From an optimization exercise on the open Yosys and OpenROAD flow, aimed at small area; shortcuts taken in it are not production practice. The RTL was checked by simulation tests, not by an equivalence proof against the original design. Power and IR drop assume default switching activity.

==> design/flow/design.v <==
`timescale 1ns / 1ps
module vga(clk,
			  rst,
			  h_sync,
			  v_sync,
			  r_pixel,
			  c_pixel,
			  r_next,
			  video_on);
	input  clk,rst;
	output h_sync,  
			 v_sync,  
			 video_on; 
	output [9:0] r_pixel, 
			 c_pixel, 
			 r_next; 
	wire		 h_sync,
				 v_sync,
				 video_on;
	reg [9:0] r_pixel,c_pixel;
	assign r_next = r_pixel + 10'd1;
	parameter H_PIXEL = 640;
	parameter HSYNC_START = 659;
	parameter HSYNC_END = 755;
	parameter H_MAX = 799;
	parameter V_PIXEL = 480;
	parameter VSYNC_START = 493;
	parameter VSYNC_END = 494;
	parameter V_MAX = 524;
	always @(posedge clk) begin
		if (rst) begin
			r_pixel 	<= 0;
			c_pixel  <= 0;
		end
		else begin
			if(c_pixel == H_MAX) begin
				c_pixel <= 10'b0;
			end
			else begin
				c_pixel <= c_pixel+1;
			end
			if(r_pixel >= V_MAX && c_pixel >= H_MAX) begin
				r_pixel <= 10'b0;
			end
			else if(c_pixel == H_MAX) begin
				r_pixel <= r_next;
			end
		end
	end
	assign h_sync   = ~((c_pixel >= HSYNC_START)&&(c_pixel <= HSYNC_END));
	assign v_sync   = ~((r_pixel >= VSYNC_START)&&(r_pixel <= VSYNC_END));
	assign video_on = ((c_pixel < H_PIXEL)&&(r_pixel < V_PIXEL));
endmodule
`timescale 1ns / 1ps
module LevelDebounce(clk,
							rst,
							button,
							debounce);
	input  	  clk,
				  rst,
				  button;
	output 	  debounce;
	reg [2:0]  cntr;
	wire 		  debounce = (cntr == 3'd7);
	reg 		  button_1;
	reg 		  button_sync;
	always @(posedge clk)
	begin
		button_1 <= button;
		button_sync <= button_1;
	end
	always @(posedge clk)
	begin
		if (rst || !button_sync)
			cntr <= 0;
		else if (cntr != 3'd7)
			cntr <= cntr + 3'd1;
	end
endmodule
`timescale 1ns / 1ps
module food_gen(clk,
					 rst,
					 c_pixel,
					 r_pixel,
					 gen_food,
					 game_over,
					 food_X,
					 food_Y,
					 food_prnt,
					 bound_prnt );
	input [7:0] c_pixel,
					r_pixel;
	input 		clk,
					rst,
					gen_food,
					game_over;
	output 		food_prnt,
					bound_prnt;
	output [7:0]	food_X,
					food_Y;
	reg			food_prnt,
					bound_prnt;
	reg 	[7:0]	new_food_X,
					new_food_Y;
	reg 	[7:0] food_X,
					food_Y;
	always @(*)
	begin
		if(!game_over && !gen_food && c_pixel == food_X && r_pixel == food_Y) begin
			food_prnt = 1'b1;
		end
		else begin
			food_prnt = 1'b0;
		end
		if (c_pixel < 8'h10 || c_pixel >8'h90) begin
			 bound_prnt = 1'b1;
		end
		else if (r_pixel < 8'h0A || r_pixel >8'h6E) begin
			bound_prnt = 1'b1;
		end
		else begin
			bound_prnt = 1'b0;
		end
	end
	always @(posedge clk)
	begin
	  if (rst) begin
		new_food_X <= 8'h11;
		new_food_Y <= 8'hB;
	  end
	  else begin
		if(new_food_X >= 8'h89 )begin
			new_food_X <= 8'h11;
		end
		else begin
			new_food_X <= new_food_X + 1;
		end
		if(new_food_Y >= 8'h6d) begin
			new_food_Y <= 8'hB;
		end
		else begin
			new_food_Y <= new_food_Y + 1;
		end
	  end
	end
	always @(posedge clk)
	begin
	  if(rst) begin
			food_X <= 8'h50;
		   food_Y <= 8'h47;
	  end
	  else if(gen_food)begin
			food_X <= new_food_X;
		   food_Y <= new_food_Y;
	  end
	end
endmodule
`timescale 1ns / 1ps
module print_snake(clk,
						 rst,
						 btn_right,
						 btn_left,
						 btn_up,
						 btn_down,
						 r_pixel,
						 r_next,
						 c_pixel,
						 food_X,
						 food_Y,
						 prnt,
						 make_food,
						 game_over);
	input 		 clk,
					 rst,
					 btn_right,
					 btn_left,
					 btn_up,
					 btn_down;
	input [9:0]  r_pixel,
					 r_next,
					 c_pixel;
	input [7:0]  food_X,
					 food_Y;
	output 		 prnt;
	output reg	 make_food,
					 game_over;
	localparam [1:0] DR = 2'd0, DL = 2'd1, DU = 2'd2, DD = 2'd3;
	integer i;
	reg [8:0] spd;
	reg       post_ticket;
	always @(posedge clk) begin
		if (rst) begin
			spd <= 0;
			post_ticket <= 0;
		end
		else begin
			spd <= spd + 9'd1;
			post_ticket <= (spd == 9'd511);
		end
	end
	reg       mv_v;
	reg [1:0] mv_d;
	always @(posedge clk) begin
		if (rst)
			mv_v <= 0;
		else if (!game_over) begin
			if (btn_left)       begin mv_v <= 1; mv_d <= DL; end
			else if (btn_right) begin mv_v <= 1; mv_d <= DR; end
			else if (btn_up)    begin mv_v <= 1; mv_d <= DU; end
			else if (btn_down)  begin mv_v <= 1; mv_d <= DD; end
		end
	end
	reg [1:0]  HP;       
	reg [1:0]  LD;       
	reg        zf;       
	reg [15:0] body0;    
	reg [6:0]  len;      
	reg        grew;     
	wire [6:0] E = len - {6'd0, grew};   
	reg        hit_r, dup_r;
	reg [15:0] tail;     
	wire [7:0] b0x = body0[15:8];
	wire [7:0] b0y = body0[7:0];
	reg [7:0] hx, hy;
	always @(*) begin
		hx = b0x;
		hy = b0y;
		if (zf)
			case (LD)
				DR: hx = b0x + 8'd1;
				DL: hx = b0x - 8'd1;
				DU: hy = b0y - 8'd1;
				DD: hy = b0y + 8'd1;
			endcase
	end
	wire go_keep = (len == 7'd100) & game_over;
	wire eat     = (body0 == {food_X, food_Y});
	wire wall    = (b0x == 8'h91) || (b0x == 8'h10) || (b0y == 8'h6F) || (b0y == 8'h0A);
	always @(posedge clk) begin
		if (rst) begin
			game_over <= 0;
			make_food <= 0;
			len       <= 7'd10;
			grew      <= 0;
			body0     <= 16'h4040;
			HP        <= DR;
			LD        <= DR;
			zf        <= 0;
		end
		else if (post_ticket) begin
			make_food <= eat;
			len       <= (eat && len != 7'd100) ? len + 7'd1 : len;
			grew      <= eat && len != 7'd100;
			game_over <= go_keep | hit_r | wall;
			body0     <= {hx, hy};    
			LD        <= HP;
			if (mv_v && (mv_d[1] != HP[1]))
				HP <= mv_d;
			zf        <= 1;
		end
	end
	reg [1:0] ring [0:99];
	reg [6:0] c100;
	reg       pending, fill, dirty;
	reg [1:0] ins_dir;
	wire       c99     = (c100 == 7'd99);
	wire       ins_now = c99 && (pending || post_ticket);
	wire       start   = ins_now || (c100 == 7'd100);
	wire [1:0] new_dir = zf ? LD : DL;    
	wire [1:0] cur_dir = ins_now ? (pending ? ins_dir : new_dir) : (fill ? DR : ring[0]);
	always @(posedge clk) begin
		for (i = 0; i < 99; i = i + 1)
			ring[i] <= ring[i+1];
		ring[99] <= cur_dir;
	end
	always @(posedge clk) begin
		if (rst) begin
			c100    <= 7'd100;
			pending <= 0;
			fill    <= 1;
			dirty   <= 0;
		end
		else begin
			c100    <= (ins_now || c100 == 7'd100) ? 7'd1 : c100 + 7'd1;
			if (c99)
				fill <= 0;
			pending <= post_ticket ? !ins_now : (ins_now ? 1'b0 : pending);
			dirty   <= start ? (post_ticket && !ins_now) : (dirty | post_ticket);
		end
	end
	always @(posedge clk)
		if (post_ticket)
			ins_dir <= new_dir;
	reg [15:0] wpos;
	reg [1:0]  wprev;    
	wire [1:0] prev   = start ? LD : wprev;
	wire       nostep = (cur_dir == DL && prev == DR) || (ins_now && !pending);
	always @(posedge clk)
		wprev <= cur_dir;
	wire [15:0] base  = start ? body0 : wpos;
	reg  [15:0] wnext;
	always @(*) begin
		wnext = base;
		if (!nostep)
			case (cur_dir)
				DR: wnext[15:8] = base[15:8] - 8'd1;
				DL: wnext[15:8] = base[15:8] + 8'd1;
				DU: wnext[7:0]  = base[7:0]  + 8'd1;
				DD: wnext[7:0]  = base[7:0]  - 8'd1;
			endcase
	end
	always @(posedge clk)
		wpos <= wnext;
	wire [6:0] wk  = c100;
	wire       eq0 = (wpos == body0);
	wire       eqt = (wpos == tail);
	reg        hacc, dacc;
	always @(posedge clk) begin
		if (wk == 7'd1) begin
			hacc <= 0;
			dacc <= eqt;
		end
		else begin
			hacc <= hacc | eq0;
			dacc <= dacc | eqt;
		end
		if (wk == E) begin
			hit_r <= hacc | eq0;
			dup_r <= dacc | eq0;
			tail  <= wpos;
		end
	end
	wire [9:0] c       = c_pixel;
	wire       clr_all = (c == 10'd579);
	wire       clrA    = clr_all || (c == 10'd127) || (c == 10'd383);
	wire       clrB    = (c == 10'd255) || (c == 10'd511);
	wire       blank   = (c >= 10'd580);
	wire [7:0] rowB    = blank ? r_next[9:2] : r_pixel[9:2];
	wire [2:0] tgt     = blank ? 3'd0 : {1'b0, c[8:7]} + 3'd1;
	wire       tgt_ok  = blank || !c[9];
	reg        okf;
	always @(posedge clk)
		okf <= start ? 1'b1 : ((wk == E) ? 1'b0 : okf);
	wire       wset  = okf && !(dirty && wk == E) && (wpos[7:0] == rowB) && tgt_ok && (wpos[15:13] == tgt);
	wire       trow  = post_ticket && (b0y == rowB);
	wire       tadd  = trow && ((tgt_ok && b0x[7:5] == tgt) || (!blank && b0x[7:5] == c[9:7]));
	wire       trem  = post_ticket && !grew && !dup_r && (tail[7:0] == rowB);
	wire [15:0] lo1, lo2;
	wire [3:0]  hi1, hi2;
	genvar g;
	generate
		for (g = 0; g < 16; g = g + 1) begin : dl
			assign lo1[g] = (wpos[11:8] == g);
			assign lo2[g] = (b0x[3:0] == g);
		end
		for (g = 0; g < 4; g = g + 1) begin : dh
			assign hi1[g] = wset && (wpos[13:12] == g);
			assign hi2[g] = tadd && (b0x[5:4] == g);
		end
	endgenerate
	wire [63:0] bm;
	generate
		for (g = 0; g < 64; g = g + 1) begin : map
			rowmap_bit mb(.clk(clk), .clr(g < 32 ? clrA : clrB),
							  .h1(hi1[g/16]), .l1(lo1[g%16]), .h2(hi2[g/16]), .l2(lo2[g%16]), .q(bm[g]));
		end
	endgenerate
	reg       m1v, m2v, tk1;
	reg [7:0] m1x, m2x;
	always @(posedge clk) begin
		if (rst || clr_all) begin
			m1v <= 0;
			m2v <= 0;
			tk1 <= 0;
		end
		else if (post_ticket) begin
			tk1 <= 1;
			if (!tk1) begin
				m1v <= trem;
				m1x <= tail[15:8];
			end
			else begin
				m2v <= trem;
				m2x <= tail[15:8];
				if (trow && m1x == b0x)
					m1v <= 0;
			end
		end
	end
	wire [7:0] cx = c_pixel[9:2];
	wire bsel;
	rowmap_read rr(.bm(bm), .cx(cx[5:0]), .q(bsel));
	assign prnt = bsel && !(m1v && m1x == cx) && !(m2v && m2x == cx);
endmodule
module rowmap_bit(clk, clr, h1, l1, h2, l2, q);
	input clk, clr, h1, l1, h2, l2;
	output reg q;
	wire n1, n2;
	rm_nand2 x1(.a(h1), .b(l1), .y(n1));
	rm_nand2 x2(.a(h2), .b(l2), .y(n2));
	always @(posedge clk)
		q <= ~clr & (q | ~n1 | ~n2);
endmodule
module rm_nand2(a, b, y);
	input a, b;
	output y;
	assign y = ~(a & b);
endmodule
module rowmap_read(bm, cx, q);
	input [63:0] bm;
	input [5:0] cx;
	output q;
	wire [15:0] lo;
	wire [3:0]  g;
	genvar j;
	generate
		for (j = 0; j < 16; j = j + 1) begin : dl
			assign lo[j] = (cx[3:0] == j);
		end
		for (j = 0; j < 4; j = j + 1) begin : gr
			rm_group16 gg(.b(bm[16*j+15:16*j]), .lo(lo), .y(g[j]));
		end
	endgenerate
	assign q = g[cx[5:4]];
endmodule
module rm_group16(b, lo, y);
	input [15:0] b, lo;
	output y;
	wire [5:0] t;
	rm_aoi222 a0(.a(b[0]), .b(lo[0]), .c(b[1]), .d(lo[1]), .e(b[2]), .f(lo[2]), .y(t[0]));
	rm_aoi222 a1(.a(b[3]), .b(lo[3]), .c(b[4]), .d(lo[4]), .e(b[5]), .f(lo[5]), .y(t[1]));
	rm_aoi222 a2(.a(b[6]), .b(lo[6]), .c(b[7]), .d(lo[7]), .e(b[8]), .f(lo[8]), .y(t[2]));
	rm_aoi222 a3(.a(b[9]), .b(lo[9]), .c(b[10]), .d(lo[10]), .e(b[11]), .f(lo[11]), .y(t[3]));
	rm_aoi222 a4(.a(b[12]), .b(lo[12]), .c(b[13]), .d(lo[13]), .e(b[14]), .f(lo[14]), .y(t[4]));
	assign t[5] = ~(b[15] & lo[15]);
	assign y = ~&t;
endmodule
module rm_aoi222(a, b, c, d, e, f, y);
	input a, b, c, d, e, f;
	output y;
	assign y = ~((a & b) | (c & d) | (e & f));
endmodule
`timescale 1ns / 1ps
module set_color(clk,
					  rst,
					  video_on,
					  food_prnt,
					  bound_prnt,
					  prnt,
					  game_over,
					  vgaRed,
					  vgaGreen,
					  vgaBlue);
	input		 	 clk,
					 rst,
					 video_on;
	input  	    food_prnt,
					 game_over,
					 bound_prnt,
					 prnt;
	output [2:0] vgaRed;
	output [2:0] vgaGreen;
	output [1:0] vgaBlue;
	reg 			 flag;
	reg    [2:0] vgaRed,
					 vgaGreen;
	reg	 [1:0] vgaBlue;
	always @(posedge clk)
	begin
	    if(rst) begin
			flag 		<= 0;
			vgaRed   <= 3'h7;
			vgaGreen <= 3'h0;
			vgaBlue  <= 2'h0;
	    end
	    else if(video_on)begin
			 if(flag) begin
				 vgaRed   <= 3'h0;
				 vgaGreen <= 3'h0;
				 vgaBlue  <= 2'h0;
			 end
			 else if(game_over)begin
				 flag <= 1;
			 end
			 else if(bound_prnt == 1'b1) begin
				 vgaRed   <= 3'h0;
				 vgaGreen <= 3'h0;
				 vgaBlue  <= 2'h3;
			 end
			 else if(prnt == 1'b1 )begin
				 vgaRed   <= 3'h7;
				 vgaGreen <= 3'h0;
				 vgaBlue  <= 2'h0;
			 end
			 else if(food_prnt == 1'b1)begin
				 vgaRed   <= 3'h0;
				 vgaGreen <= 3'h7;
				 vgaBlue  <= 2'h0;
			 end
			 else begin
				 vgaRed   <= 3'h0;
				 vgaGreen <= 3'h0;
				 vgaBlue  <= 2'h0;
			 end
		end
		else begin
			vgaRed   <= 3'h0;
			vgaGreen <= 3'h0;
			vgaBlue  <= 2'h0;
		end
	end
endmodule
`timescale 1ns / 1ps
module snake_game(clk,
						rst,
						btn_right,
						btn_left,
						btn_up,
						btn_down,
						h_sync,
						v_sync,
						vgaRed,
						vgaGreen,
						vgaBlue);
	input 		 clk,
					 rst,
					 btn_right,
					 btn_left,
					 btn_up,
					 btn_down;
	output 		 h_sync,
					 v_sync;
	output [2:0] vgaRed,
					 vgaGreen;
	output [1:0] vgaBlue;
	wire 		  	 btn_right_db,
					 btn_left_db,
					 btn_up_db,
					 btn_down_db,
					 prnt,
					 video_on,
					 game_over,
					 gen_food,
					 food_prnt,
					 bound_prnt;
	wire 	 [9:0] r_pixel,c_pixel,r_next;
	wire 	 [7:0] food_X,
					 food_Y;
	 vga	 SV( .clk(clk),
				  .rst(rst),
				  .h_sync(h_sync),
				  .v_sync(v_sync),
				  .r_pixel(r_pixel),
				  .c_pixel(c_pixel),
				  .r_next(r_next),
				  .video_on(video_on));
	 print_snake PS(.clk(clk),
						 .rst(rst),
						 .btn_right(btn_right_db),
						 .btn_left(btn_left_db),
						 .btn_up(btn_up_db),
						 .btn_down(btn_down_db),
						 .r_pixel(r_pixel),
						 .r_next(r_next),
						 .c_pixel(c_pixel),
						 .food_X(food_X),
						 .food_Y(food_Y),
						 .prnt(prnt),
						 .make_food(gen_food),
						 .game_over(game_over));
	 food_gen FG(.clk(clk),
					 .rst(rst),
					 .c_pixel(c_pixel[9:2]),
					 .r_pixel(r_pixel[9:2]),
					 .gen_food(gen_food),
					 .game_over(game_over),
					 .food_X(food_X),
					 .food_Y(food_Y),
					 .food_prnt(food_prnt),
					 .bound_prnt(bound_prnt) );
	 set_color SC(.clk(clk),
					  .rst(rst),
					  .video_on(video_on),
					  .food_prnt(food_prnt),
					  .bound_prnt(bound_prnt),
					  .prnt(prnt),
					  .game_over(game_over),
					  .vgaRed(vgaRed),
					  .vgaGreen(vgaGreen),
					  .vgaBlue(vgaBlue));
	 LevelDebounce BTN_Right(.clk(clk),
									 .rst(rst),
									 .button(btn_right),
									 .debounce(btn_right_db));
	 LevelDebounce BTN_Left( .clk(clk),
									 .rst(rst),
									 .button(btn_left),
									 .debounce(btn_left_db));
	 LevelDebounce BTN_Up(	 .clk(clk),
									 .rst(rst),
									 .button(btn_up),
									 .debounce(btn_up_db));
	 LevelDebounce BTN_Down( .clk(clk),
									 .rst(rst),
									 .button(btn_down),
									 .debounce(btn_down_db));
endmodule
==> design/flow/run.sh <==
#!/bin/bash
# synth_recipe.tcl (not shown) runs the flow's synth.tcl, then flattens the netlist and writes it again
# the make line also repeats each setting of config.mk as NAME=value (left out here)
make -C /OpenROAD-flow-scripts/flow DESIGN_CONFIG=/design/flow/config.mk WORK_HOME=/design/flow/orfs CLKGATE_MAP_FILE= SYNTH_SCRIPT=/design/flow/synth_recipe.tcl finish
==> design/flow/config.mk <==
export PLATFORM = sky130hd
export DESIGN_NAME = snake_game
export DESIGN_NICKNAME = snake_game
export VERILOG_FILES = /design/flow/design.v
export SDC_FILE = /design/flow/constraint.sdc
export NUM_CORES = 4
export LEC_CHECK = 0
export CAP_MARGIN = 20
export CORE_MARGIN = 2
export CORE_UTILIZATION = 60
export CTS_CLUSTER_DIAMETER = 100
export CTS_CLUSTER_SIZE = 28
export SLEW_MARGIN = 20
export SYNTH_HIERARCHICAL = 1
export SYNTH_MINIMUM_KEEP_SIZE = 0
==> design/flow/constraint.sdc <==
create_clock -name core_clock -period 8.0 [get_ports {clk}]
set_input_delay 1.6000 -clock core_clock [delete_from_list [all_inputs] [get_ports {clk}]]
set_output_delay 1.6000 -clock core_clock [all_outputs]
set_load 0.01 [all_outputs]
==> notes.md, run 1 <==
- The count of final max-slew check failures is 0.
- In the final layout, the multi-input gates occupy 7820 µm².
- The net switching power is 1.21 mW.
- The final non-filler cell total is 2170.
- The number of sinks driven by the clock tree is 452.
- After synthesis, the netlist uses 89 different library cells.
- During I/O placement, the number of pins put on the boundary was 16.
- Yosys mapped a number of flops with a built-in enable equal to 38.
- The final cell utilization of the core is 64.4%.
- The congestion estimate from routability-driven global placement came to 0.896.
- The slowest stage cell on the critical path is dfxtp_1.
- Registers are responsible for 57.3% of the overall power.
- The CTS tree is built.
- The worst hold path class is flip-flop to flip-flop.
- CTS built an H-tree with a depth of 1.
- The critical path's largest stage delay is 0.51 ns.
- The post-cts hold buffer count is 0.
- The run finished with no timing, DRC or antenna violations.
- The count of nets after finishing is 1834.
- The worst pin sits at a relative slew slack of 36.8%.
- Dividing total power by cell area gives a power density of 226 nW/µm².
- In this run the worst path has a maximum fanout of 7.
- The final routed wire length divided by cell count is 17.9 µm.
- The initial utilization of the core area, before any placement, comes to 60.8%.
- The clock passes through at most 3 buffers.
- The number of setup violations in the final report is 0.
- The synthesized flop and latch total is 452.
- Traced cell by cell, the critical path runs through inv_1 > ha_1 > a2111oi_0 > or3b_2 > clkdlybuf4s50_1.
- The die footprint is 31200 µm².
- The peak ir drop on the vdd network is 0.000224 V.
- The endpoint class of the critical path is a primary output.
- The most used flip-flop cell after synthesis is dfxtp_1.
- The critical path in this run is classified as flip-flop to primary output.
- Combinational logic is responsible for 15.0% of the overall power.
- After legalization and detailed placement, the total HPWL measured 26500 µm.
- The number of buffers created by CTS is 20.
- After synthesis, the share of flip-flops with an asynchronous set or reset is 0%.
- From bottom edge to top edge, the die measures 177 µm.
- The share of the cycle needed by the critical path after routing is 54.4%.
- In this run the static leakage power is 7.71 nW.
- Yosys printed 13 warnings.
- The pre-CTS setup slack is 3.76 ns.
- The clock latency of the later-clocked register in the worst-skew pair is 0.55 ns.
- The count of routing violations after the opening detailed-route iteration is 1123.
- The buffers inserted during post-CTS setup optimization is 0.
- The overflow left after global routing is 0.
- Summing all placed instances gives a cell area of 18400 µm².
- The area fraction of the dominant cell type after synthesis is 46.3%.
- The number of antenna violations at the first check in global routing is 0.
- The first TritonRoute pass finished after 6 iterations.
- For this run, the register share of the synthesized area comes to 52.6%.
- The internal portion of the total power is 3.08 mW.
- The layout-stage area growth over the synthesis result is 6.07%.
- The number of endpoints with negative hold slack in the final report is 0.
- The clock period minus worst slack is 4.35 ns.
- Once the clock tree was built, the resizer swapped 0 gates to a different size.
- In this run, placement finished with an instance count of 2142.
- Input and output buffers added on the ports amount to 15.
- Grouping stages by cell kind, the critical path spends the most delay in buffers and inverters.
- Of the cells placed in the final design, the portion with a size suffix greater than 1 is 5.00%.
- The final hold slack is 0.309 ns.
- The floorplan has 63 rows.
- The worst clock skew on the final layout is 0.0250 ns.
- The synthesized area per cell is 10.0 µm².
- Across the run, the number of max-cap violations was 0.
- The final setup TNS is 0 ns.
- The number of nets in the synthesized netlist is 1845.
- The horizontal die dimension is 177 µm.
- The switching share of total power is 28.2%.
- STA classifies the critical path startpoint as a flip-flop.
- The area of the mapped netlist is 17900 µm².
- The summed area of non-filler cells in the final layout is 19000 µm².
- The cell sitting at the root of the clock tree is a clkbuf_16.
- The count of fill cells added during filler insertion is 2474.
- Across the whole layout, storage elements account for 9430 µm².
- The number of global-route vias before repair is 11.6k.
- The routed wire length is 38900 µm.
- The total power consumption of the routed design is 4.30 mW.
- The area of the core is 29500 µm².
- The worst setup margin is 3.65 ns.
- The count of nets left with antenna violations once routing finished came out at 0.
- The wire length of the first global-routing pass is 62300 µm.
- After detailed routing, the number of vias per cell comes to 5.73.
- The buffer and inverter count on the worst path is 2.
- For the worst setup path, the data arrival time is 2.75 ns.
- The pin count of the biggest net entering global routing is 69.
- The slew at the pin closest to its max-slew limit is 0.945 ns.
- Yosys attributes the largest share of cell area to dfxtp_1 (46%), edfxtp_1 (6.4%), xor2_1 (5.9%).
- In the layout the commonest cells are dfxtp_1 (414), nand2_1 (211), nor2_1 (128).
- At the worst endpoint, the required time is 6.40 ns.
- The clock network is responsible for 27.7% of the overall power.
- The final route contains 12.4k vias.
- Clock-pin slew was measured on the worst setup and hold paths at 0.11 ns.
- Summed over all instances, the cell type with the most area after synthesis is dfxtp_1.
- Across every metal layer, demand over resource in global routing totals 24.8%.
- The DRC violation count after routing is 0.
- The leading cell type in the layout, fill and taps excluded is dfxtp_1.
- Derived from the worst setup path, the maximum achievable clock frequency is 230 MHz.
- The number of diodes added for antenna fixing is 0.
- Setup repair after global routing left no endpoint under its margin.
- Counting every instance in the synthesized netlist gives 1785.
-- power groups by stage --
| stage | sequential, mW | combinational (mW) | clock [mW] |
|---|---|---|---|
| 6_report | 2.46 | 0.644 | 1.19 |
| 5_1_grt | 2.48 | 0.703 | 1.29 |
| 4_1_cts | 2.46 | 0.634 | 1.22 |
| 3_5_place_dp | 2.51 | 0.632 | 0 |
| 3_3_place_gp | 2.51 | 0.618 | 0 |
| 2_1_floorplan | 2.43 | 0.544 | 0 |
-- logic make-up (layout without fill, tap and decap cells) --
| logic type | after synthesis | after routing | share of synthesized area, % |
|---|---|---|---|
| AOI/OAI and AO/OA | 243 | 243 | 9.47 |
| xor gates and xnor gates | 205 | 205 | 10.0 |
| adders and majority gates | 54 | 54 | 3.86 |
| buffers and inverters | 167 | 162 | 3.93 |
| DFF | 452 | 452 | 52.6 |
| muxes | 51 | 51 | 2.97 |
| other | 1 | 1 | 0.0209 |
| and+or+nand+nor | 612 | 612 | 17.1 |
-- modules after synthesis (local to each module, per instance), excerpt --
module | flip-flops and latches | times used | cells | cell area, µm²
rm_nand2 | 0 | 128 | 1 | 3.75
rowmap_read | 0 | 1 | 21 | 299
rm_group16 | 0 | 4 | 3 | 16.3
rm_aoi222 | 0 | 20 | 1 | 10.0
rowmap_bit | 1 | 64 | 3 | 30.0
LevelDebounce | 5 | 4 | 15 | 184
set_color | 4 | 1 | 20 | 203
vga | 20 | 1 | 137 | 1150
food_gen | 32 | 1 | 157 | 1510
print_snake | 312 | 1 | 1038 | 11400
-- final cells by class --
cell class / count / share of cell area (%)
clock buffer: 26 / 2.81
clock inverter: 2 / 0.244
multi-input combinational: 1166 / 41.2
inverter: 98 / 1.97
sequential: 452 / 49.6
tap: 390 / 2.57
timing repair buffer: 36 / 1.61
-- sequential cells by signal (all words and copies together) (netlist names), 9 cells and up --
register / count
SV.c_pixel: 10
PS.map.mb.q: 64
PS.wpos: 16
PS.ring: 200
PS.spd: 9
PS.body0: 16
SV.r_pixel: 10
PS.tail: 16
-- synthesized netlist by cell type, drive strengths merged (5+ instances only) --
cell type / number
nor3b: 7
nand4: 23
edfxtp: 38
nand2: 211
or2: 6
o31ai: 6
a222oi: 20
nor4: 28
nor3: 58
a211oi: 5
dfxtp: 414
a31oi: 71
buf: 27
and4bb: 6
xor2: 121
inv: 96
nor4b: 5
o21ai: 32
mux2i: 43
and3: 17
mux2: 7
nand3: 41
clkbuf: 42
ha: 52
a21o: 10
and4b: 6
a211o: 8
a21oi: 43
nand2b: 23
nor2: 130
or3: 18
o21a: 6
nor2b: 17
xnor2: 84
-- worst reg2reg max path: stages, from the launching register on --
cell	delay (ns)
dfxtp_1	0.32
buf_4	0.24
o41a_1	0.38
o31ai_2	0.19
buf_4	0.26
mux2i_1	0.51
xor2_1	0.21
nand4_1	0.13
nor4_1	0.69
and3b_1	0.84
nand2_1	0.12
a31oi_1	0.22
-- layer usage --
layer  track usage [%]  share of wire, %
met5                 0                 0
met3              4.06               6.2
met4              7.82               2.6
met1              36.1                48
met2              37.9                43
-- path summary, 6_finish.rpt --
check	start	to	slack, ns	cells past startpoint
worst min register to register	PS.ring[84][0]	PS.ring[83][0]	0.31	0
worst max-delay path	SV.r_pixel[0]	v_sync	3.65	5
worst min-delay path	PS.ring[84][0]	PS.ring[83][0]	0.31	0
worst max register to register	SV.c_pixel[4]	PS.map[24].mb.q	3.81	11
==> inputs of run 2 (changes only) <==
--- a/design/flow/config.mk
+++ b/design/flow/config.mk
@@ -9,7 +9,8 @@
 export CORE_MARGIN = 2
 export CORE_UTILIZATION = 60
 export CTS_CLUSTER_DIAMETER = 100
-export CTS_CLUSTER_SIZE = 28
+export CTS_CLUSTER_SIZE = 25
+export PLACE_DENSITY = 0.75
 export SLEW_MARGIN = 20
 export SYNTH_HIERARCHICAL = 1
 export SYNTH_MINIMUM_KEEP_SIZE = 0
==> run 2 against run 1 <==
- flip-flop and latch count unchanged
- critical path type is now flip-flop to flip-flop
- wire length decreased by 2.3%
- critical endpoint is now PS.wpos[6]
- critical path depth rose by 5
==> notes.md, run 2 <==
- The fraction of layout cells with a size suffix above 1 is 4.99%.
- At the end of the flow, the number of nets in the layout was 1835.
- Dividing the detail-routed wire length by the instance count gives 17.5 µm.
- Synthesis inferred 452 register bits.
- Summed over all cells, the static leakage comes to 7.72 nW.
- The number of clock buffers added by TritonCTS is 22.
- The library cell with the largest summed area after synthesis is dfxtp_1.
- The flip-flop cell with the highest count after synthesis is dfxtp_1.
- The die is 177 µm tall.
- For met2 alone, demand over resource in global routing was 39.9%.
- The slew at the pin closest to its max-slew limit is 0.879 ns.
- The clock latency of the later-clocked register in the worst-skew pair is 0.57 ns.
- The number of antenna violations at the first check in global routing came to 0.
- The number of sinks driven by the clock tree is 452.
- The library cells used most frequently in the layout, excluding fill and tap cells, are dfxtp_1 (414), nand2_1 (211), nor2_1 (127).
- The vias after detailed routing is 12.7k.
- Leaving out fill and tap cells, the most frequent cell in the layout is dfxtp_1.
- The path class of the tightest hold or removal check is flip-flop to flip-flop.
- In this run the remaining antenna-violating nets after routing total 0.
- The total of buffers placed on input and output ports is 15.
- In the synthesized netlist the async set-or-reset flop fraction comes to 0%.
- Setup repair after global routing left no endpoint under its margin.
- The initial utilization of the core area, before any placement, comes to 60.8%.
- The tree is rooted in a clkbuf_16.
- The die covers 31200 µm².
- Across the VDD grid, the largest voltage drop is 0.000245 V.
- The clock input transition at the sequential cells of the worst setup and hold paths is 0.10 ns.
- The first TritonRoute pass finished after 8 iterations.
- The clock period minus worst slack is 4.67 ns.
- In the finished design, the share of the clock period the worst path needs comes to 58.4%.
- The number of logic stages on the critical path including buffering is 10.
- The count of final max-slew check failures was 0.
- The layout-stage area growth over the synthesis result is 6.33%.
- The timing startpoint of the critical path is PS.post_ticket.
- The critical path's largest stage delay is 0.90 ns.
- The total internal power is 3.12 mW.
- The largest register by flop count is PS.ring.
- Dividing total power by cell area gives a power density of 227 nW/µm².
- Of the total power, the share spent switching nets is 27.8%.
- For this block, the routed nets add up to 38000 µm of wire.
- The half-perimeter wire length after detailed placement is 25900 µm.
- Traced cell by cell, the critical path runs through nand3_1 > o32a_1 > o221a_4 > nor2_1 > xor2_1 > ha_1 > o311a_1 > a221oi_1 > xnor2_1 > mux2_2.
- The overflow left after global routing is 0.
- The startpoint of the lowest-slack register-to-register path is PS.post_ticket.
- Data on the critical path is required at its endpoint by 8.46 ns.
- The end of the worst register-to-register path is PS.wpos[6].
- Once layout is complete, the cells apart from fillers number 2173.
- TritonCTS built the clock tree.
- The warning count from the yosys run is 13.
- The run finished with no timing, DRC or antenna violations.
- By count the netlist is led by dfxtp_1 (414), nand2_1 (211), nor2_1 (128).
- For the worst flop-to-flop path, the logic depth is 10.
- The gate count of the mapped netlist is 1785.
- The post-cts hold buffer count is 0.
- The count of pins on the block boundary is 16.
- The cell count after placement is 2141.
- Before CTS, the worst setup slack after placement is 3.11 ns.
- In this run the number of H-tree levels came out at 1.
- Row generation in the floorplan step produced 63 rows.
- Broken down by cell family, the worst path's largest delay share belongs to compound AO/OA/AOI/OAI gates.
- The buffer levels on the longest clock path is 3.
- The number of global-route vias before repair was 12.2k.
- The number of endpoints with negative hold slack in the final report is 0.
- The final setup TNS is 0 ns.
- Gates resized during post-CTS repair numbered 0.
- After synthesis the cells add up to 17900 µm².
- At the end of routability-driven placement, the weighted congestion stood at 0.904.
- Among all stages on the critical path, the largest delay is contributed by dfxtp_1.
- For this run, global-route usage on met3 was measured as 3.48%.
- Global routing used 24.5% of the available tracks.
- Yosys mapped a number of flops with a built-in enable equal to 38.
- The number of nets produced by synthesis is 1845.
- The data arrival time of the critical path is 5.13 ns.
- Sequential cells were found to cover 52.6% of the synthesized design area.
- The register with the most flip-flops in the layout has 200 of them.
- The region available for standard cell placement spans 29500 µm².
- The buffers inserted during post-CTS setup optimization is 0.
- After the first detailed-routing iteration, the DRC count stood at 1185.
- The net switching power is 1.20 mW.
- The maximum fanout along the worst path is 20.
- The most heavily used metal layer in global routing is met2.
- The area fraction of the dominant cell type after synthesis is 46.3%.
- The share of total power dissipated in the clock network is 28.3%.
- Setup slack on the worst reg-to-reg path comes out at 3.33 ns.
- The first global-routing pass estimated 62500 µm of wire.
- The critical path class is flip-flop to flip-flop.
- Per report_power, the combinational group accounts for 14.8% of the total.
- The most critical setup path has its endpoint at PS.wpos[6].
- The number of diodes added for antenna fixing is 0.
- The horizontal die dimension is 177 µm.
- The worst clock skew on the final layout is 0.0182 ns.
- The worst setup path is captured at a flip-flop.
- The share of total power in sequential cells is 56.8%.
- By instance count, the leading cell after synthesis is dfxtp_1.
- The synthesized area per cell is 10.0 µm².
- After synthesis, the netlist uses 89 different library cells.
- The number of setup violations in the final report is 0.
- The post-detailed-route via-to-cell ratio is 5.83.
- In the final layout, the registers with the most flip-flops are PS.ring x200, PS.map.mb.q x64.
- The worst setup margin is 3.33 ns.
- Entering global routing, the biggest net connects 59 pins.
- The buffer and inverter count on the worst path is 0.
- The count of fill cells added during filler insertion is 2356.
- For this run, design rule violations remaining after detail routing come to 0.
- The nature of the critical path startpoint is a flip-flop.
- Max-cap violations in this run came to 0.
- By area the synthesized netlist is led by dfxtp_1 (46%), edfxtp_1 (6.4%), xor2_1 (5.9%).
- The upper clock frequency limit is 214 MHz.
- For met1 alone, demand over resource in global routing was 33.7%.
- The remaining max-slew budget at the tightest pin is 41.4%.
run 2: changes by cell type in the layout (fill, tap and decap cells not counted), sizes merged:
cell	before	now
clkbuf	26	30
buf	22	21
run 2: through the flow:
stage               utilization (%)  power (mW)  hold WS [ns]  cell area (µm²)
floorplan                         -        2.97         0.310            17900
finish                         64.6        4.33         0.309            19000
CTS                            64.5        4.34         0.311            19000
detailed placement             62.4        3.13         0.312            18400
global placement               62.3        3.11         0.311            18400
global route                   64.6        4.51         0.309            19000
run 2: layout make-up:
type | count | area (µm²) | area share (%)
Clock buffer | 30 | 581 | 3.05
Clock inverter | 2 | 60.1 | 0.315
Inverter | 98 | 374 | 1.96
Multi-Input combinational cell | 1166 | 7810 | 41.0
Sequential cell | 452 | 9430 | 49.5
Tap cell | 390 | 488 | 2.56
Timing Repair Buffer | 35 | 299 | 1.57
run 2: power by group through the flow:
stage	clock, mW	sequential [mW]	combinational, mW
final	1.23	2.46	0.642
after global placement	0	2.51	0.608
after CTS	1.25	2.46	0.629
after detailed placement	0	2.51	0.625
after global routing	1.33	2.47	0.707
after floorplan	0	2.43	0.544
run 2: worst reg2reg max path, stage by stage (launching register included):
cell      delay [ns]
dfxtp_1         0.90
nand3_1         0.68
o32a_1          0.52
o221a_4         0.26
nor2_1          0.65
xor2_1          0.17
ha_1            0.28
o311a_1         0.37
a221oi_1        0.37
xnor2_1         0.11
mux2_2          0.27
run 2: metal layers:
layer | vias up | wire (µm)
met2 | 462 | 17500
met5 | - | 0
met4 | 0 | 1220
li1 | 6127 | -
met3 | 96 | 2380
met1 | 5985 | 16900
run 2: logic make-up (layout without fill, tap and decap cells):
| family | count (synthesis) | in the layout | share of synthesized area, % |
|---|---|---|---|
| simple gates | 612 | 612 | 17.1 |
| flops | 452 | 452 | 52.6 |
| compound gates | 243 | 243 | 9.47 |
| xor+xnor | 205 | 205 | 10.0 |
| buf+inv | 167 | 165 | 3.93 |
| fa+ha+maj | 54 | 54 | 3.86 |
| mux | 51 | 51 | 2.97 |
| other cells | 1 | 1 | 0.0209 |
run 2: worst min-delay path by stage:
stage | start | to | slack [ns] | depth (start not counted)
2_1_floorplan | BTN_Down.button_1 | BTN_Down.button_sync | 0.31 | 0
5_1_grt | PS.ring[75][0] | PS.ring[74][0] | 0.31 | 0
4_1_cts | PS.ring[75][0] | PS.ring[74][0] | 0.31 | 0
3_3_place_gp | PS.ring[23][1] | PS.ring[22][1] | 0.31 | 0
6_report | PS.ring[75][0] | PS.ring[74][0] | 0.31 | 0
3_5_place_dp | PS.ring[14][1] | PS.ring[13][1] | 0.31 | 0
run 2: Yosys stat by module, one instance, submodules excluded, excerpt:
module,flip-flops and latches,cell area [µm²],copies in the design
LevelDebounce,5,184,4
food_gen,32,1510,1
print_snake,312,11400,1
rm_aoi222,0,10.0,20
rm_group16,0,16.3,4
rm_nand2,0,3.75,128
rowmap_bit,1,30.0,64
rowmap_read,0,299,1
set_color,4,203,1
vga,20,1150,1
==> inputs of run 3 (changes only) <==
--- a/design/flow/config.mk
+++ b/design/flow/config.mk
@@ -10,7 +10,6 @@
 export CORE_UTILIZATION = 60
 export CTS_CLUSTER_DIAMETER = 100
 export CTS_CLUSTER_SIZE = 25
-export PLACE_DENSITY = 0.75
 export SLEW_MARGIN = 20
 export SYNTH_HIERARCHICAL = 1
 export SYNTH_MINIMUM_KEEP_SIZE = 0
==> run 3 against run 2 <==
- power rose by 0.38%
- highest routed layer unchanged
- wire length rose by 2.5%
- clock-buffer cell count fell by 1
- maximum frequency rose by 7.1%
==> notes.md, run 3 <==
- The run finished with no timing, DRC or antenna violations.
- The number of sinks driven by the clock tree is 452.
- The nature of the critical path startpoint is a flip-flop.
- The met3 usage in global routing is 4.10%.
- The warning count from the yosys run is 13.
- The gate count of the mapped netlist is 1785.
- The post-cts hold buffer count is 0.
- The post-detailed-route via-to-cell ratio is 5.72.
- The count of routing violations after the opening detailed-route iteration is 1202.
- Global routing consumed, on the met2 layer, 38.8% of the routing resources.
- Across all hold checks on the routed design, the worst slack comes to 0.311 ns.
- The required time of the critical path is 6.40 ns.
- The number of nets handed over by synthesis was 1845.
- The count of buffers added on input and output ports is 15.
- The largest registers in the layout are PS.ring x200, PS.map.mb.q x64.
- The peak ir drop on the vdd network is 0.000290 V.
- The count of fill cells added during filler insertion is 2460.
- The fraction of layout cells with a size suffix above 1 is 5.05%.
- The first detailed-routing pass took 8 iterations.
- For this design the ratio of total power to cell area is 228 nW/µm².
- Detailed placement finished with a half-perimeter wire length of 26500 µm.
- The die covers 31200 µm².
- Summing every instance area after synthesis gives 17900 µm².
- Yosys instantiated no cell more often than dfxtp_1.
- Cells fill 64.6% of the core in the end.
- The number of antenna violations at the first check in global routing is 0.
- The vias after detailed routing is 12.4k.
- The number of max-cap violations is 0.
- Each instance of the synthesized netlist takes up on average 10.0 µm².
- Yosys mapped a number of flops with a built-in enable equal to 38.
- The critical path is of the flip-flop to primary output type.
- The first global-routing pass estimated 62600 µm of wire.
- Entering global routing, the biggest net connects 69 pins.
- Compared with the post-synthesis result, the final layout area differs by 6.39%.
- More flip-flops sit in one register than any other, and that register is PS.ring.
- For the pin with the worst max-slew slack, the measured transition is 0.933 ns.
- The die is 177 µm wide.
- The number of endpoints with negative hold slack in the final report was 0.
- In this run, synthesis produced a sequential element count of 452.
- The count of nets after finishing is 1836.
- The worst path in the final design needs a cycle of 4.36 ns, including I/O delays and setup.
- The commonest cells after synthesis are dfxtp_1 (414), nand2_1 (211), nor2_1 (128).
- Summing the sequential cell areas from Yosys gives 52.6% of the chip area.
- TritonCTS created 22 clock buffers.
- The number of global-route vias before repair is 11.6k.
- The total power consumption of the routed design is 4.34 mW.
- The final setup TNS is 0 ns.
- By area the synthesized netlist is led by dfxtp_1 (46%), edfxtp_1 (6.4%), xor2_1 (5.9%).
- After detailed routing, the average wire length per cell comes to 17.9 µm.
- The initial utilization of the core area, before any placement, comes to 60.8%.
- The upper clock frequency limit is 229 MHz.
- 16 I/O pins were placed.
- The register with the most flip-flops in the layout has 200 of them.
- In the global route stage, overall resource usage came out at 24.9%.
- The H-tree level count is 1.
- Global routing finished with a remaining overflow of 0.
- The met1 demand-to-capacity share in global routing is 35.8%.
- After layout, the worst path uses 54.5% of the clock period.
- The CTS tree is built.
- STA classifies the critical path endpoint as a primary output.
- The reported leakage power is 7.73 nW.
- Along the worst path, the maximum fanout reaches 7.
- In the layout the commonest cells are dfxtp_1 (414), nand2_1 (211), nor2_1 (128).
- The buffer levels on the longest clock path is 3.
- The buffers inserted during post-CTS setup optimization is 0.
- After synthesis, the share of flip-flops with an asynchronous set or reset is 0%.
- Row generation in the floorplan step produced 63 rows.
- Setup repair after global routing left no endpoint under its margin.
- After clock tree synthesis, the repair step resized 0 gates.
- The path class of the tightest hold or removal check is flip-flop to flip-flop.
- The count of final max-slew check failures is 0.
- Measured along the y axis, the die boundary spans 177 µm.
- The leading cell type in the layout, fill and taps excluded is dfxtp_1.
- At the end of routability-driven placement, the weighted congestion stood at 0.896.
- Across the routed clock network, the largest skew measured is 0.0200 ns.
- Setup violations remaining at the end of the flow were counted as 0.
- Summed over all instances, the cell type with the most area after synthesis is dfxtp_1.
- The most heavily used metal layer in global routing is met2.
- The area fraction of the dominant cell type after synthesis is 46.3%.
- The remaining number of nets flagged by the antenna check after routing is 0.
- The clock latency of the later-clocked register in the worst-skew pair is 0.57 ns.
- For this run, design rule violations remaining after detail routing come to 0.
- The number of diodes added for antenna fixing is 0.
- The flip-flop cell with the highest count after synthesis is dfxtp_1.
- Clock tree synthesis selected as its root buffer the cell clkbuf_16.
- The routed wire length is 39000 µm.
- The core region is 29500 µm².
- The data arrival time of the critical path is 2.76 ns.
- The clock input transition at the sequential cells of the worst setup and hold paths is 0.10 ns.
- The remaining max-slew budget at the tightest pin is 37.6%.
- In this run, distinct cell masters in the synthesized netlist total 89.
run 3: stage by stage:
stage / setup WS, ns / area [µm²] / cells
finish: 3.64 / 19100 / 2173
global route: 3.50 / 19100 / 2173
CTS: 3.63 / 19000 / 2173
detailed placement: 3.76 / 18400 / 2142
global placement: 3.85 / 18400 / 2141
floorplan: 4.06 / 17900 / 1785
run 3: logic make-up (layout without fill, tap and decap cells):
| kind of cell | count (synthesis) | after routing | synth area share (%) |
|---|---|---|---|
| XOR/XNOR | 205 | 205 | 10.0 |
| buffers and inverters | 167 | 165 | 3.93 |
| other | 1 | 1 | 0.0209 |
| AO/OA/AOI/OAI | 243 | 243 | 9.47 |
| multiplexers | 51 | 51 | 2.97 |
| AND/OR/NAND/NOR | 612 | 612 | 17.1 |
| flip-flops | 452 | 452 | 52.6 |
| adder cells (fa/ha/maj) | 54 | 54 | 3.86 |
run 3: path summary, 6_finish.rpt:
check	to	slack, ns	cells after the start	start
max	v_sync	3.64	5	SV.r_pixel[0]
min	PS.ring[88][1]	0.31	0	PS.ring[89][1]
max reg2reg	PS.wpos[6]	3.86	11	PS.post_ticket
min reg2reg	PS.ring[88][1]	0.31	0	PS.ring[89][1]
run 3: modules after synthesis (local to each module, per instance), excerpt:
| module | cell area [µm²] | flip-flops and latches | cells inside |
|---|---|---|---|
| LevelDebounce | 184 | 5 | 15 |
| food_gen | 1510 | 32 | 157 |
| print_snake | 11400 | 312 | 1038 |
| rm_aoi222 | 10.0 | 0 | 1 |
| rm_group16 | 16.3 | 0 | 3 |
| rm_nand2 | 3.75 | 0 | 1 |
| rowmap_bit | 30.0 | 1 | 3 |
| rowmap_read | 299 | 0 | 21 |
| set_color | 203 | 4 | 20 |
| vga | 1150 | 20 | 137 |
run 3: cell type report:
type / instances / area, µm² / share of cell area (%)
Sequential cell: 452 / 9430 / 49.5
Inverter: 98 / 374 / 1.96
Multi-Input combinational cell: 1166 / 7820 / 41.0
Tap cell: 390 / 488 / 2.56
Clock buffer: 29 / 577 / 3.03
Clock inverter: 2 / 60.1 / 0.315
Timing Repair Buffer: 36 / 307 / 1.61
run 3: worst max-delay path, cell delays in order (launching register included):
cell and delay (ns):
dfxtp_1 0.51, inv_1 0.14, ha_1 0.23, a2111oi_0 0.36, or3b_2 0.49, clkdlybuf4s50_1 0.49
run 3: per-layer routing:
layer | wire length [µm] | part of all wire (%)
met2 | 17200 | 44
met1 | 18500 | 48
met4 | 880 | 2.3
met3 | 2340 | 6.0
met5 | 0 | 0
run 3: report_power, final:
group | leakage (nW) | switching [mW] | internal, mW | total [mW]
Sequential | 3.69 | 0.122 | 2.34 | 2.46
Clock | 0.302 | 0.714 | 0.521 | 1.24
Combinational | 3.74 | 0.386 | 0.260 | 0.646
==> inputs of run 4 (changes only) <==
--- a/design/flow/config.mk
+++ b/design/flow/config.mk
@@ -7,7 +7,7 @@
 export LEC_CHECK = 0
 export CAP_MARGIN = 20
 export CORE_MARGIN = 2
-export CORE_UTILIZATION = 60
+export CORE_UTILIZATION = 72
 export CTS_CLUSTER_DIAMETER = 100
 export CTS_CLUSTER_SIZE = 25
 export SLEW_MARGIN = 20
==> run 4 against run 3 <==
- setup slack got worse by 0.47 ns
- wire length increased by 4.5%
- first-iteration DRC count rose by 27%
- cell area down 0.58%
- flip-flop and latch count did not move
- sequential power about the same
- register-to-register slack worse by 0.69 ns
- largest cell class unchanged
==> notes.md, run 4 <==
- The net switching power is 1.23 mW.
- The last weighted congestion value of the routability-driven placer is 0.948.
- The sum of routed wire segments on met1 is 17500 µm.
- The initial core utilization is 73.4%.
- Setup repair after global routing left no endpoint under its margin.
- Counting I/O delays and the setup requirement, the final critical path takes 4.83 ns.
- The largest registers in the layout are PS.ring x200, PS.map.mb.q x64.
- The switching share of total power is 28.3%.
- In this run the power density over the cells is 230 nW/µm².
- The most common cell in the synthesized netlist is dfxtp_1.
- The y dimension of the die is 162 µm.
- The first global-routing pass estimated 65600 µm of wire.
- The number of max-cap violations is 0.
- For this block, the via count after detailed routing is 13.1k.
- Dividing the detail-routed via count by the number of cells gives 6.21.
- Along the worst path, the maximum fanout reaches 20.
- Synthesis handed over a netlist of 1785 instances.
- The DRC violation count after routing is 0.
- The buffer levels on the longest clock path is 3.
- The total of buffers placed on input and output ports is 15.
- The count of routing violations after the opening detailed-route iteration is 1530.
- Counting instances in the post-synthesis netlist gives the leading cell types as dfxtp_1 (414), nand2_1 (211), nor2_1 (128).
- The kind of cell adding the most delay to the critical path is compound AO/OA/AOI/OAI gates.
- The layout has 1654 filler cells.
- The number of antenna diodes in the final layout is 0.
- Signal routing reaches up to met4.
- The analysis attributes to cell leakage a power of 7.71 nW.
- In the layout the commonest cells are dfxtp_1 (414), nand2_1 (211), nor2_1 (126).
- The share of flip-flops with an asynchronous set or reset after synthesis is 0%.
- The worst hold path class is flip-flop to flip-flop.
- Ranked by flip-flop count, first place goes to PS.ring.
- Measured against its own limit, the worst slew margin works out to 23.2%.
- The critical path's largest stage delay is 0.94 ns.
- The number of placement rows is 57.
- Measured in cells, the most critical reg-to-reg path has a length of 10.
- Among all stages on the critical path, the largest delay is contributed by dfxtp_1.
- Summed over all nets, the half-perimeter wirelength after detailed placement is 26900 µm.
- Leaving out fill and tap cells, the most frequent cell in the layout is dfxtp_1.
- The overflow left after global routing is 0.
- Hold repair after CTS inserted 0 buffers.
- During synthesis, Yosys emitted a total of 13 warnings.
- The portion of total power attributed to combinational logic is 15.0%.
- The number of global-route vias before repair is 12.6k.
- The number of antenna violations at the first check in global routing is 0.
- In the final routed layout, each cell accounts on average for 19.3 µm.
- The area of the mapped netlist is 17900 µm².
- The run finished with no timing, DRC or antenna violations.
- The share of total power dissipated in sequential elements is 56.5%.
- After detailed routing, the met3 layer carries 3090 µm of wire.
- The detail route stage leaves a number of antenna-violating nets equal to 0.
- The register with the most flip-flops in the layout has 200 of them.
- The H-tree level count is 1.
- The region available for standard cell placement spans 24400 µm².
- The total routing resource utilization after global routing is 30.9%.
- The worst clock skew on the final layout is 0.0212 ns.
- The buffers inserted during post-CTS setup optimization is 0.
- The horizontal die dimension is 162 µm.
- The die footprint is 26200 µm².
- The number of setup violations in the final report is 0.
- The number of buffers and inverters on the critical path is 0.
- IR analysis of the VDD net gives a maximum drop of 0.000254 V.
- The length of routed met2 wiring is 18900 µm.
- The later pin in the worst-skew pair is clocked with a latency of 0.55 ns.
- The area fraction of the dominant cell type after synthesis is 46.3%.
- The routed wire length is 40700 µm.
- Of all cell types, the one taking the most synthesized area is dfxtp_1.
- The count of final max-slew check failures is 0.
- The upper clock frequency limit is 207 MHz.
- The synthesized area per cell is 10.0 µm².
- Counting instances, the worst hold path has a depth of 0.
- After layout, the worst path uses 60.4% of the clock period.
- Of the total power, the clock network draws 28.5%.
- TritonCTS built the clock tree.
- The final non-filler cell total is 2107.
- The critical path class is flip-flop to flip-flop.
- The nature of the critical path startpoint is a flip-flop.
- The endpoint class of the critical path is a flip-flop.
- The number of nets in the synthesized netlist is 1845.
- The number of buffers created by CTS is 22.
- The number of endpoints with negative hold slack in the final report is 0.
- By area the synthesized netlist is led by dfxtp_1 (46%), edfxtp_1 (6.4%), xor2_1 (5.9%).
- The sequential cell area fraction in the yosys report is 52.6%.
- The number of different library cells used by synthesis comes to 89.
- Data on the critical path is required at its endpoint by 8.45 ns.
- The length of the first detailed-routing pass in iterations is 9.
- Once the clock tree was built, the resizer swapped 0 gates to a different size.
- The multi-input combinational cells in the finished layout cover a total of 7820 µm².
- Entering global routing, the biggest net connects 46 pins.
- The sequential standard cell area is 9430 µm².
- Walking the worst path, the cells encountered are nand3_1 > o32a_1 > o221a_4 > nor2_1 > xor2_1 > ha_1 > o311a_1 > a221oi_1 > xnor2_1 > mux2_2.
- For this design, the sink count on the clock tree is 452.
- The final setup TNS is 0 ns.
- During I/O placement, the number of pins put on the boundary was 16.
- The slew at the pin closest to its max-slew limit is 1.14 ns.
- The flip-flop cell with the highest count after synthesis is dfxtp_1.
- The cell count after placement is 2074.
- The clock root buffer is clkbuf_16.
- The synthesized flop and latch total is 452.
- The fraction of layout cells with a size suffix above 1 is 4.94%.
- In this run, synthesis inferred 38 flip-flops with an integrated enable.
- The layout-stage area growth over the synthesis result is 5.78%.
- The total internal power is 3.12 mW.
- For the worst setup path, the data arrival time is 5.29 ns.
- The clock input transition at the sequential cells of the worst setup and hold paths is 0.10 ns.
- The number of logic stages on the critical path including buffering is 10.
- In the final design database the tool counted 1834 nets.
run 4: layer usage:
layer  vias to the layer above  GRT usage, %
li1                       6125             -
met3                       118          4.16
met4                         0          10.5
met5                         -             0
met1                      6264          42.3
met2                       577          51.2
run 4: final timing paths:
path	slack [ns]	start	end
worst min register to register	0.31	PS.ring[86][0]	PS.ring[85][0]
worst max-delay path	3.17	PS.post_ticket	PS.wpos[6]
worst max register to register	3.17	PS.post_ticket	PS.wpos[6]
worst min-delay path	0.31	PS.ring[86][0]	PS.ring[85][0]
run 4: modules after synthesis, one instance, submodules excluded, excerpt:
| module | flip-flops and latches | times used | cells inside | area [µm²] |
|---|---|---|---|---|
| print_snake | 312 | 1 | 1038 | 11400 |
| food_gen | 32 | 1 | 157 | 1510 |
| vga | 20 | 1 | 137 | 1150 |
| rowmap_read | 0 | 1 | 21 | 299 |
| set_color | 4 | 1 | 20 | 203 |
| LevelDebounce | 5 | 4 | 15 | 184 |
| rowmap_bit | 1 | 64 | 3 | 30.0 |
| rm_group16 | 0 | 4 | 3 | 16.3 |
| rm_aoi222 | 0 | 20 | 1 | 10.0 |
| rm_nand2 | 0 | 128 | 1 | 3.75 |
run 4: worst reg2reg max path, cell delays in order, from the launching register on:
cell      delay [ns]
dfxtp_1         0.94
nand3_1         0.69
o32a_1          0.53
o221a_4         0.27
nor2_1          0.67
xor2_1          0.19
ha_1            0.29
o311a_1         0.38
a221oi_1        0.41
xnor2_1         0.12
mux2_2          0.26
run 4: power by group through the flow:
stage	logic [mW]	registers (mW)	clock network, mW
after floorplan	0.544	2.43	0
after global placement	0.604	2.51	0
after global routing	0.712	2.47	1.32
final	0.655	2.46	1.24
after CTS	0.637	2.46	1.25
after detailed placement	0.623	2.51	0
run 4: kinds of logic after synthesis:
logic type | Yosys count | share of synthesized area, %
simple gates | 612 | 17.1
other cells | 1 | 0.0209
buf+inv | 167 | 3.93
fa+ha+maj | 54 | 3.86
xor+xnor | 205 | 10.0
compound gates | 243 | 9.47
mux | 51 | 2.97
flops | 452 | 52.6
run 4: per-stage QoR:
| step | setup slack (ns) | hold WS (ns) | utilization, % | total power [mW] | area (µm²) |
|---|---|---|---|---|---|
| final | 3.17 | 0.310 | 77.7 | 4.36 | 18900 |
| after global routing | 2.84 | 0.313 | 77.7 | 4.50 | 18900 |
| after CTS | 3.24 | 0.314 | 77.6 | 4.34 | 18900 |
| after detailed placement | 3.24 | 0.312 | 75.0 | 3.13 | 18300 |
| after global placement | 3.39 | 0.310 | 75.0 | 3.11 | 18300 |
| after floorplan | 4.06 | 0.310 | - | 2.97 | 17900 |
run 4: area by class of cell:
class,count,share of cell area (%)
Clock buffer,31,3.08
Clock inverter,2,0.244
Inverter,98,1.97
Multi-Input combinational cell,1166,41.3
Sequential cell,452,49.8
Tap cell,324,2.14
Timing Repair Buffer,34,1.52
==> inputs of run 5 (changes only) <==
--- a/design/flow/config.mk
+++ b/design/flow/config.mk
@@ -7,9 +7,10 @@
 export LEC_CHECK = 0
 export CAP_MARGIN = 20
 export CORE_MARGIN = 2
-export CORE_UTILIZATION = 72
-export CTS_CLUSTER_DIAMETER = 100
-export CTS_CLUSTER_SIZE = 25
+export CORE_UTILIZATION = 60
+export CTS_BUF_LIST = sky130_fd_sc_hd__clkbuf_8
+export CTS_CLUSTER_DIAMETER = 60
+export CTS_CLUSTER_SIZE = 15
 export SLEW_MARGIN = 20
 export SYNTH_HIERARCHICAL = 1
 export SYNTH_MINIMUM_KEEP_SIZE = 0
==> run 5 against run 4 <==
- via count is 3.5% lower
- clock-buffer cell count is 10 higher
- hold slack better by 0.014 ns
- clock skew hardly changed
- setup slack better by 0.45 ns
- first-iteration DRC count is 26% lower
- synthesized cell count stayed put
- register-to-register slack better by 0.69 ns
- global-route usage is 5.8 points lower
- synthesized area stayed put
- sequential power hardly changed
==> notes.md, run 5 <==
- The share of total power in sequential cells is 55.5%.
- The y dimension of the die is 177 µm.
- After layout, the worst path uses 54.8% of the clock period.
- The number of buffers created by CTS is 41.
- Traced cell by cell, the critical path runs through inv_1 > ha_1 > a2111oi_0 > or3b_2 > clkdlybuf4s50_1.
- The commonest cells after synthesis are dfxtp_1 (414), nand2_1 (211), nor2_1 (128).
- Summed over all nets, the half-perimeter wirelength after detailed placement is 26500 µm.
- Sorting the synthesized cells by area gives the leading types as dfxtp_1 (46%), edfxtp_1 (6.4%), xor2_1 (5.9%).
- Once detail routing completed, the nets flagged for antenna violations numbered 0.
- Cells fill 65.1% of the core in the end.
- The wire length of the first global-routing pass is 62700 µm.
- The number of global-route vias before repair is 11.8k.
- The worst setup path is of the flip-flop to primary output kind.
- Max-cap violations in this run came to 0.
- VDD sags by at most 0.000199 V.
- Detailed routing inserted a total of 12.6k vias.
- On the critical path the largest part of the delay comes from buffers and inverters.
- The worst-case reg-to-reg path depth is 11.
- Adding up every negative setup slack in the final design gives 0 ns.
- The largest registers in the layout are PS.ring x200, PS.map.mb.q x64.
- In this run the register-to-register setup slack is 3.86 ns.
- After global routing the overflow that remains totals 0.
- The repair_antennas step left the layout with diodes totalling 0.
- Data arrives at the worst endpoint at 2.79 ns.
- The post-cts hold buffer count is 0.
- The die footprint is 31200 µm².
- Buffers placed on the I/O ports in this run total 15.
- The endpoint class of the critical path is a primary output.
- The count of pins on the block boundary is 16.
- After detailed routing, the total wire length is 39200 µm.
- The routed design could run at a clock period as short as 4.39 ns.
- PS.ring holds more flip-flops than any other register.
- The layout-stage area growth over the synthesis result is 7.16%.
- After synthesis, the share of flip-flops with an asynchronous set or reset is 0%.
- For this configuration, the core starts out at a cell density of 60.8%.
- Clock tree synthesis selected as its root buffer the cell clkbuf_8.
- The number of nets produced by synthesis is 1845.
- The startpoint of the most critical hold path is PS.ring[81][0].
- Timing would allow up to 228 MHz.
- After the last flow step, the layout net total stands at 1855.
- The critical path's largest stage delay is 0.50 ns.
- The count of fill cells added during filler insertion is 2467.
- The number of placement rows is 63.
- In this run the power spent charging and discharging nets is 1.30 mW.
- The count of final max-slew check failures was 0.
- Yosys printed 13 warnings.
- Clock latency on the worst-skew pair, taken at its later pin, is 0.60 ns.
- Dividing the detail-routed via count by the number of cells gives 5.73.
- The number of antenna violations at the first check in global routing came to 0.
- In the final layout, the share of cells above drive strength 1 is 6.94%.
- The path with the worst hold slack has its endpoint at PS.ring[80][0].
- Entering global routing, the biggest net connects 69 pins.
- The length of the first detailed-routing pass in iterations is 9.
- In the post-synthesis netlist, the cell with the most instances is dfxtp_1.
- Combinational logic is responsible for 14.5% of the overall power.
- The DRC violation count after routing is 0.
- The final hold slack is 0.325 ns.
- Once the clock tree was built, the resizer swapped 0 gates to a different size.
- The library cell with the largest summed area after synthesis is dfxtp_1.
- The total area inside the core boundary comes to 29500 µm².
- The slowest stage cell on the critical path is dfxtp_1.
- In this run the static leakage power is 7.83 nW.
- In the layout the commonest cells are dfxtp_1 (414), nand2_1 (211), nor2_1 (128).
- Cell internal power was estimated by the tool at 3.14 mW.
- The area of the mapped netlist is 17900 µm².
- The register with the most flip-flops in the layout has 200 of them.
- Setup violations remaining at the end of the flow were counted as 0.
- The buffer and inverter count on the worst path is 2.
- The power density over the cells is 231 nW/µm².
- The worst register-to-register path ends at PS.wpos[6].
- The number of endpoints with negative hold slack in the final report was 0.
- The worst register-to-register path begins at PS.post_ticket.
- The maximum fanout along the worst path is 7.
- The slew at the pin closest to its max-slew limit is 0.936 ns.
- The clock network burns 30.0% of the power.
- The CTS tree is built.
- In the synthesized netlist, the number of instances is 1785.
- The worst clock skew on the final layout is 0.0212 ns.
- Once placement completed, the tool counted placed cells totaling 2142.
- The worst hold path class is flip-flop to flip-flop.
- The library cell used most frequently in the layout, excluding fill and tap cells, is dfxtp_1.
- The required time of the critical path is 6.40 ns.
- A synthesized cell averages 10.0 µm².
- In this run the post-CTS setup repair buffer count came out at 0.
- The area fraction of the dominant cell type after synthesis is 46.3%.
- For this block, the initial DRC count from the detailed router was 1139.
- Summing the sequential cell areas from Yosys gives 52.6% of the chip area.
- No sink is reached through more buffers than the 3 on the longest clock path.
- The synthesized flop and latch total is 452.
- The count of cells in the finished layout, fillers not included, comes to 2205.
- Global routing consumed, over all layers together, 25.1% of the routing resources.
- The hold-critical path depth is 0.
- The synthesized design contains 38 enable-type register cells.
- The last weighted congestion value of the routability-driven placer is 0.896.
- Clock-pin slew was measured on the worst setup and hold paths at 0.10 ns.
- The switching share of total power is 29.3%.
- The flow ran to the end and the layout has no timing, DRC or antenna violations.
- The most used flip-flop cell after synthesis is dfxtp_1.
- The number of sinks driven by the clock tree is 452.
- Setup repair after global routing left no endpoint under its margin.
- The horizontal die dimension is 177 µm.
- The remaining max-slew budget at the tightest pin is 37.4%.
- The number of library cell types mapped by synthesis is 89.
- CTS built an H-tree with a depth of 2.
- After detailed routing, the average wire length per cell comes to 17.8 µm.
- The total power consumption of the routed design is 4.43 mW.
- The nature of the critical path startpoint is a flip-flop.
run 5: cell counts after synthesis:
No cell type changed its count.
run 5: area by class of cell:
type / instances / area, µm² / area share (%)
Sequential cell: 452 / 9430 / 49.1
Multi-Input combinational cell: 1166 / 7820 / 40.7
Clock buffer: 41 / 564 / 2.94
Clock inverter: 22 / 210 / 1.10
Timing Repair Buffer: 36 / 307 / 1.60
Inverter: 98 / 374 / 1.95
Tap cell: 390 / 488 / 2.54
run 5: routing by layer:
metal  share of wire [%]  wire, µm  GRT usage (%)  vias up
li1                    -         -              -     6174
met1                  48     18700           35.7     5989
met2                  43     16900           38.1      377
met3                 6.3      2470           4.88       85
met4                 2.8      1100           8.71        0
met5                   0         0              0        -
run 5: modules after synthesis (local to each module, per instance), a selection:
module | copies in the design | area, µm² | cells inside
vga | 1 | 1150 | 137
rowmap_bit | 64 | 30.0 | 3
rowmap_read | 1 | 299 | 21
LevelDebounce | 4 | 184 | 15
food_gen | 1 | 1510 | 157
rm_group16 | 4 | 16.3 | 3
set_color | 1 | 203 | 20
run 5: power by group through the flow:
stage | clock network [mW] | logic [mW] | registers [mW]
after global routing | 1.45 | 0.703 | 2.47
after floorplan | 0 | 0.544 | 2.43
after detailed placement | 0 | 0.632 | 2.51
after CTS | 1.37 | 0.634 | 2.46
after global placement | 0 | 0.618 | 2.51
final | 1.33 | 0.645 | 2.46
run 5: per-stage QoR:
step	setup WS, ns	instance area [µm²]
2_1_floorplan	4.06	17900
3_3_place_gp	3.85	18400
3_5_place_dp	3.76	18400
4_1_cts	3.59	19200
5_1_grt	3.46	19200
6_report	3.61	19200
run 5: cell families (layout without fill, tap and decap cells):
group / after synthesis / after routing / share of synthesized area [%]
AND/OR/NAND/NOR: 612 / 612 / 17.1
flip-flops: 452 / 452 / 52.6
AO/OA/AOI/OAI: 243 / 243 / 9.47
XOR/XNOR: 205 / 205 / 10.0
buffers and inverters: 167 / 197 / 3.93
adder cells (fa/ha/maj): 54 / 54 / 3.86
multiplexers: 51 / 51 / 2.97
other: 1 / 1 / 0.0209
run 5: worst max path at each step:
| stage | slack, ns | cells after the start | from | to |
|---|---|---|---|---|
| 2_1_floorplan | 4.06 | 10 | SV.c_pixel[3] | PS.map[0].mb.q |
| 6_report | 3.61 | 5 | SV.r_pixel[0] | v_sync |
| 5_1_grt | 3.46 | 5 | SV.r_pixel[0] | v_sync |
| 3_5_place_dp | 3.76 | 11 | SV.c_pixel[4] | PS.map[0].mb.q |
| 3_3_place_gp | 3.85 | 12 | SV.c_pixel[4] | PS.map[35].mb.q |
| 4_1_cts | 3.59 | 5 | SV.r_pixel[0] | v_sync |

[port drivers added, routing unchanged]
Ports are ideal in the flow. The routed layouts listed here were re-timed in OpenROAD. Step 1 assumes that a clkbuf_16 drives the clock port and a buf_2 every other input. Step 2 adds t to the input delays and takes it off the output delays; t is the mean of the earliest and latest rising clock arrival at the registers after step 1. Input paths then give back, and output paths get back, about the clock's delay inside the block. a / b / c = ideal / step 1 / step 2; a / b = the first two.
run | shift t [ns] | slack for setup (ns) | latest minus earliest clock arrival (ns)
run 1 | 0.595 | 3.648 / 3.595 / 3.813 | 0.035 / 0.035
run 2 | 0.599 | 3.331 / 3.331 / 3.331 | 0.037 / 0.036
run 3 | 0.605 | 3.639 / 3.589 / 3.858 | 0.029 / 0.029
run 4 | 0.595 | 3.166 / 3.166 / 3.166 | 0.035 / 0.034
run 5 | 0.637 | 3.615 / 3.565 / 3.856 | 0.022 / 0.021
After both steps setup and hold are still met in every run listed.
